This is an optimization exercise on Yosys and OpenROAD, whose aim is small area, not a production implementation.
Only simulation tests tie the RTL to the original design; equivalence was not proved.

### flow/config.mk
export PLATFORM = sky130hd
export DESIGN_NAME = conway_life
export DESIGN_NICKNAME = conway_life
export VERILOG_FILES = /design/flow/design.v
export SDC_FILE = /design/flow/constraint.sdc
export NUM_CORES = 4
export LEC_CHECK = 0
export CAP_MARGIN = 20
export CORE_MARGIN = 2
export CORE_UTILIZATION = 40
export SLEW_MARGIN = 20
### flow/constraint.sdc
create_clock -name core_clock -period 6.0 [get_ports {clk}]
set_input_delay 1.2000 -clock core_clock [delete_from_list [all_inputs] [get_ports {clk}]]
set_output_delay 1.2000 -clock core_clock [all_outputs]
set_load 0.01 [all_outputs]
### flow/design.v
module conway_life(
    input clk,
    input load,
    input [255:0] data,
    output reg [255:0] q ); 
    reg [255:0] q_next;
    reg [3:0] sum;
    always@(posedge clk) begin
        if(load)
            q <= data;
        else begin
            for(int i=0; i<256; i++) begin  
                if(i == 0) 
                    sum = q[1] + q[16] + q[17] + q[240] + q[241] + q[15] + q[31] + q[255];
                else if(i == 15)   
                    sum = q[14] + q[16] + q[0] + q[240] + q[254] + q[30] + q[31] + q[255];
                else if(i == 240)   
                    sum = q[0] + q[15] + q[239] + q[241] + q[1] + q[224] + q[225] + q[255];
                else if(i == 255)   
                    sum = q[0] + q[15] + q[14] + q[224] + q[238] + q[240] + q[239] + q[254];
                else if(0<i & i<15) 
                    sum = q[i-1] + q[i+1] + q[i+15] + q[i+16] + q[i+17] + q[i+239] + q[i+240] + q[i+241];
                else if(i%16 == 0)  
                    sum = q[i-1] + q[i+1] + q[i+15] + q[i+16] + q[i+17] + q[i-16] + q[i-15] + q[i+31];
                else if(i%16 == 15) 
                    sum = q[i-1] + q[i+1] + q[i+15] + q[i+16] + q[i-17] + q[i-16] + q[i-15] + q[i-31];
                else if(240<i & i<255)  
                    sum = q[i-1] + q[i+1] + q[i-17] + q[i-16] + q[i-15] + q[i-239] + q[i-240] + q[i-241];
                else 
                    sum = q[i-1] + q[i+1] + q[i-17] + q[i-16] + q[i-15] + q[i+15] + q[i+16] + q[i+17];
                case(sum) 
                    2:q_next[i] = q[i];
                    3:q_next[i] = 1;
                    default:q_next[i] = 0;
                endcase
            end
            	q <= q_next;
        end
    end
endmodule
### flow/run.sh
#!/bin/bash
# synth_recipe.tcl (not shown) runs the flow's synth.tcl, then flattens the netlist and writes it again
# the make line also repeats each setting of config.mk as NAME=value (left out here)
make -C /OpenROAD-flow-scripts/flow DESIGN_CONFIG=/design/flow/config.mk WORK_HOME=/design/flow/orfs CLKGATE_MAP_FILE= SYNTH_SCRIPT=/design/flow/synth_recipe.tcl finish
==> run notes <==
==> cells in the final DEF (no fill, tap or decap), drive strengths merged, types with 4 or more instances in the layout <==
cell type / count
buf: 11
a32o: 4
o31ai: 250
nand2: 507
nor2: 252
inv: 1280
a21o: 4
clkbuf: 57
nand3b: 4
fa: 1024
nor2b: 6
or4b: 251
clkinv: 23
clkdlybuf4s50: 512
edfxtp: 256
or2: 4
ha: 767
o21ai: 4
a21oi: 500
and2: 250
==> metrics by stage <==
stage | hold slack [ps] | instances
after CTS | 768 | 7754
after global placement | 742 | 7672
after floorplan | 776 | 5452
final | 763 | 7756
after detailed placement | 749 | 7672
after global routing | 807 | 7754
==> worst paths after layout <==
kind / from / to / slack (ps)
setup / recovery: q[45] / q[46] / 1660
hold / removal: q[58] / q[73] / 760
setup reg to reg: q[45] / q[46] / 1660
hold reg to reg: q[58] / q[73] / 760
==> critical path, delay by kind of cell, from the launching register on <==
kind,cells,cell delay (ps)
AO/OA/AOI/OAI,1,60
adder cells (fa/ha/maj),5,2080
buffers and inverters,2,560
flip-flops,1,500
AND/OR/NAND/NOR,2,830
==> final cells by class <==
type | instances | area share, %
clock buffers | 57 | 1.93
repair buffers | 523 | 8.36
clock inverters | 25 | 0.207
flip-flops and latches | 256 | 12.2
diodes | 2 | 0.00795
multi-input cells | 3833 | 66.1
well taps | 1781 | 3.54
inverters | 1279 | 7.63
==> layer usage <==
metal  global-route usage (%)  up-vias
li1                         -    18663
met1                     30.8    19972
met2                     39.3      875
met3                     3.96      187
met4                     6.26        8
met5                        0        -
==> cells by family (layout without fill, tap and decap cells) <==
| family | count (synthesis) | after routing | synth area share, % |
|---|---|---|---|
| adders and majority gates | 1791 | 1791 | 55.0 |
| DFF | 256 | 256 | 14.1 |
| AOI/OAI and AO/OA | 766 | 766 | 8.23 |
| buffers and inverters | 1363 | 1884 | 9.82 |
| other | 0 | 2 | 0 |
| and+or+nand+nor | 1276 | 1276 | 12.9 |
==> qor.yml <==
synthesis:
  ys_top_cells_by_count: "sky130_fd_sc_hd__inv_1, sky130_fd_sc_hd__fa_1, sky130_fd_sc_hd__ha_1, sky130_fd_sc_hd__nand2_1, sky130_fd_sc_hd__a21oi_1"
  synth_cells: 5452
  yosysTopAreaCellShare_pct: 37.5
  synth_cell_types: 24
  yosys_warnings: 1
  ys_seq_area_share_pct: 14.1
  synth_async_sr_flop_share_pct: 0
  yosys.area.top_type: "sky130_fd_sc_hd__fa_1"
  dominantRegCellSynth: "sky130_fd_sc_hd__edfxtp_1"
  post_syn_area_um2: 54700
  synth-edff-count: 256
  post_synth_main_area_contributors: "sky130_fd_sc_hd__fa_1, sky130_fd_sc_hd__ha_1, sky130_fd_sc_hd__edfxtp_1"
  most_common_cell_in_the_synthesized_netlist: "sky130_fd_sc_hd__inv_1"
  synth_fp_nets: 7501
  syn_area_per_cell_um2: 10.0
  yosys_register_bits: 256
cells_and_area:
  final_cell_area_um2: 63000
  register_area_um2: 7690
  largest-register: "q"
  area_used_by_multi_input_combinational_logic_um2: 41600
  post_route_cells_drive_above_1_share_pct: 1.88
  nFillCells: 12758
  core_utilization_of_the_finished_layout_pct: 46.4
  layout.nets: 7987
  syn2layout_area_growth_pct: 15.1
  largest_register_ff_count: 256
  regs_by_ff_count: "q x256"
critical_path:
  timing.critical_path.fanout_max: 7
  setup.worst_path.start_class: "flip-flop"
  crit_path_end_kind: "flip-flop"
  r2r.worst_path.cells: 10
  crit_arrival_ps: 4670
  crit_chain: "inv_1 -> fa_1 -> fa_1 -> fa_1 -> inv_1 -> ha_1 -> fa_1 -> nor2_1 -> a21oi_1 -> or4b_2"
  critPathMaxStageDelay_ps: 730
  worst-endpoint-required_ps: 6330
  critical-path-top-cell-by-count: "sky130_fd_sc_hd__fa_1"
  worst_setup_path_type: "flip-flop to flip-flop"
  cpMaxStageDelayCell: "sky130_fd_sc_hd__or4b_2"
placement:
  buffer_ports.inserted: 513
  gp_routability_congestion: 0.867
  dpl-instance-area_um2: 61600
  hpwl_mm: 134
  dp_worst_setup_slack_ps: 1600
timing:
  final-hold-violation-count: 0
  worst-slew-pin-transition_ps: 806
  setup_viol: 0
  final_cycle_utilization_of_the_critical_path_pct: 72.4
  fin_tns_setup_ps: 0
  finClkSkew_ps: 30.2
  timing.slew.headroom_pct: 46.3
  unrepaired_setup_endpoints_after_global_routing: "no"
  worst_case_setup_margin_in_the_final_layout_ps: 1660
  period_minus_slack_ps: 4340
  achievable-frequency_mhz: 230
  slew_viol_final: 0
route:
  ant_nets: 0
  drt_pass1_iterations: 8
  via_count: 39705
  wl_met3_mm: 9.89
  wire_per_inst_um: 20.5
  first_iter_violations: 1947
  vias_per_cell: 5.12
  routed_wire_length_mm: 159
  routedLengthMet1_mm: 67.6
  drc_errors: 0
  wl_met2_mm: 76.7
  highest-signal-layer: "met5"
clocking:
  clock_path_buffers: 3
  cts_made_buffers: 45
  cts.reportedPaths.clkPinSlew_ps: 60
  cts_repair_resize_count: 0
  cts_sinks: 256
  cts_tree: "yes"
  cts_root_buf: "sky130_fd_sc_hd__clkbuf_16"
  cts_setup_buffers: 0
  h-tree-depth: 2
  holdBufCountCts: 0
  worst_skew_pair.late_latency_ps: 640
die:
  dieWidth_um: 374
  num_io_pins: 514
  coreArea_um2: 136000
  dieArea_um2: 140000
  rows: 135
  initial_core_util_pct: 40.3
  die_height_um: 374
global_routing:
  grt_pass1_vias: 41324
  grt_start_max_net_pins: 168
  number_of_antenna_violations_at_the_first_check_in_global_routing: 8
  grt.total_usage_pct: 23.3
  wire_length_of_the_first_global_routing_pass_mm: 246
  grt_remaining_overflow: 0
run_status:
  outcome: "no timing/DRC/antenna violations"
worst_hold_path:
  worst_hold_path_type: "flip-flop to flip-flop"
  hold-path-cell-count: 2
run:
  maxCapViolCount: 0

==> afterwards: timing with drivers on the ports <==
The flow's constraints put no driver on any port. The routed layout listed below was extracted and timed again, unchanged, in two steps.
Step 1 sets driving cells, clkbuf_16 on the clock port and buf_2 on the other inputs (assumed; they add their load-dependent delay and slew).
Step 2 moves the port delays by t, midway between the first and last clock arrival at a register: inputs arrive t later, outputs are due t later. That takes back most of the time a late clock gives input paths.
Slacks: ideal / step 1 / step 2; pairs: ideal / step 1.
t, ns: 0.702
slack for setup (ns): 1.659 / 1.659 / 1.659
hold WS [ns]: 0.763 / 0.763 / 0.763
After both steps this run still meets setup and hold. The setup slack of this run moves by 0.000 ns with the drivers and by 0.000 ns with both steps.
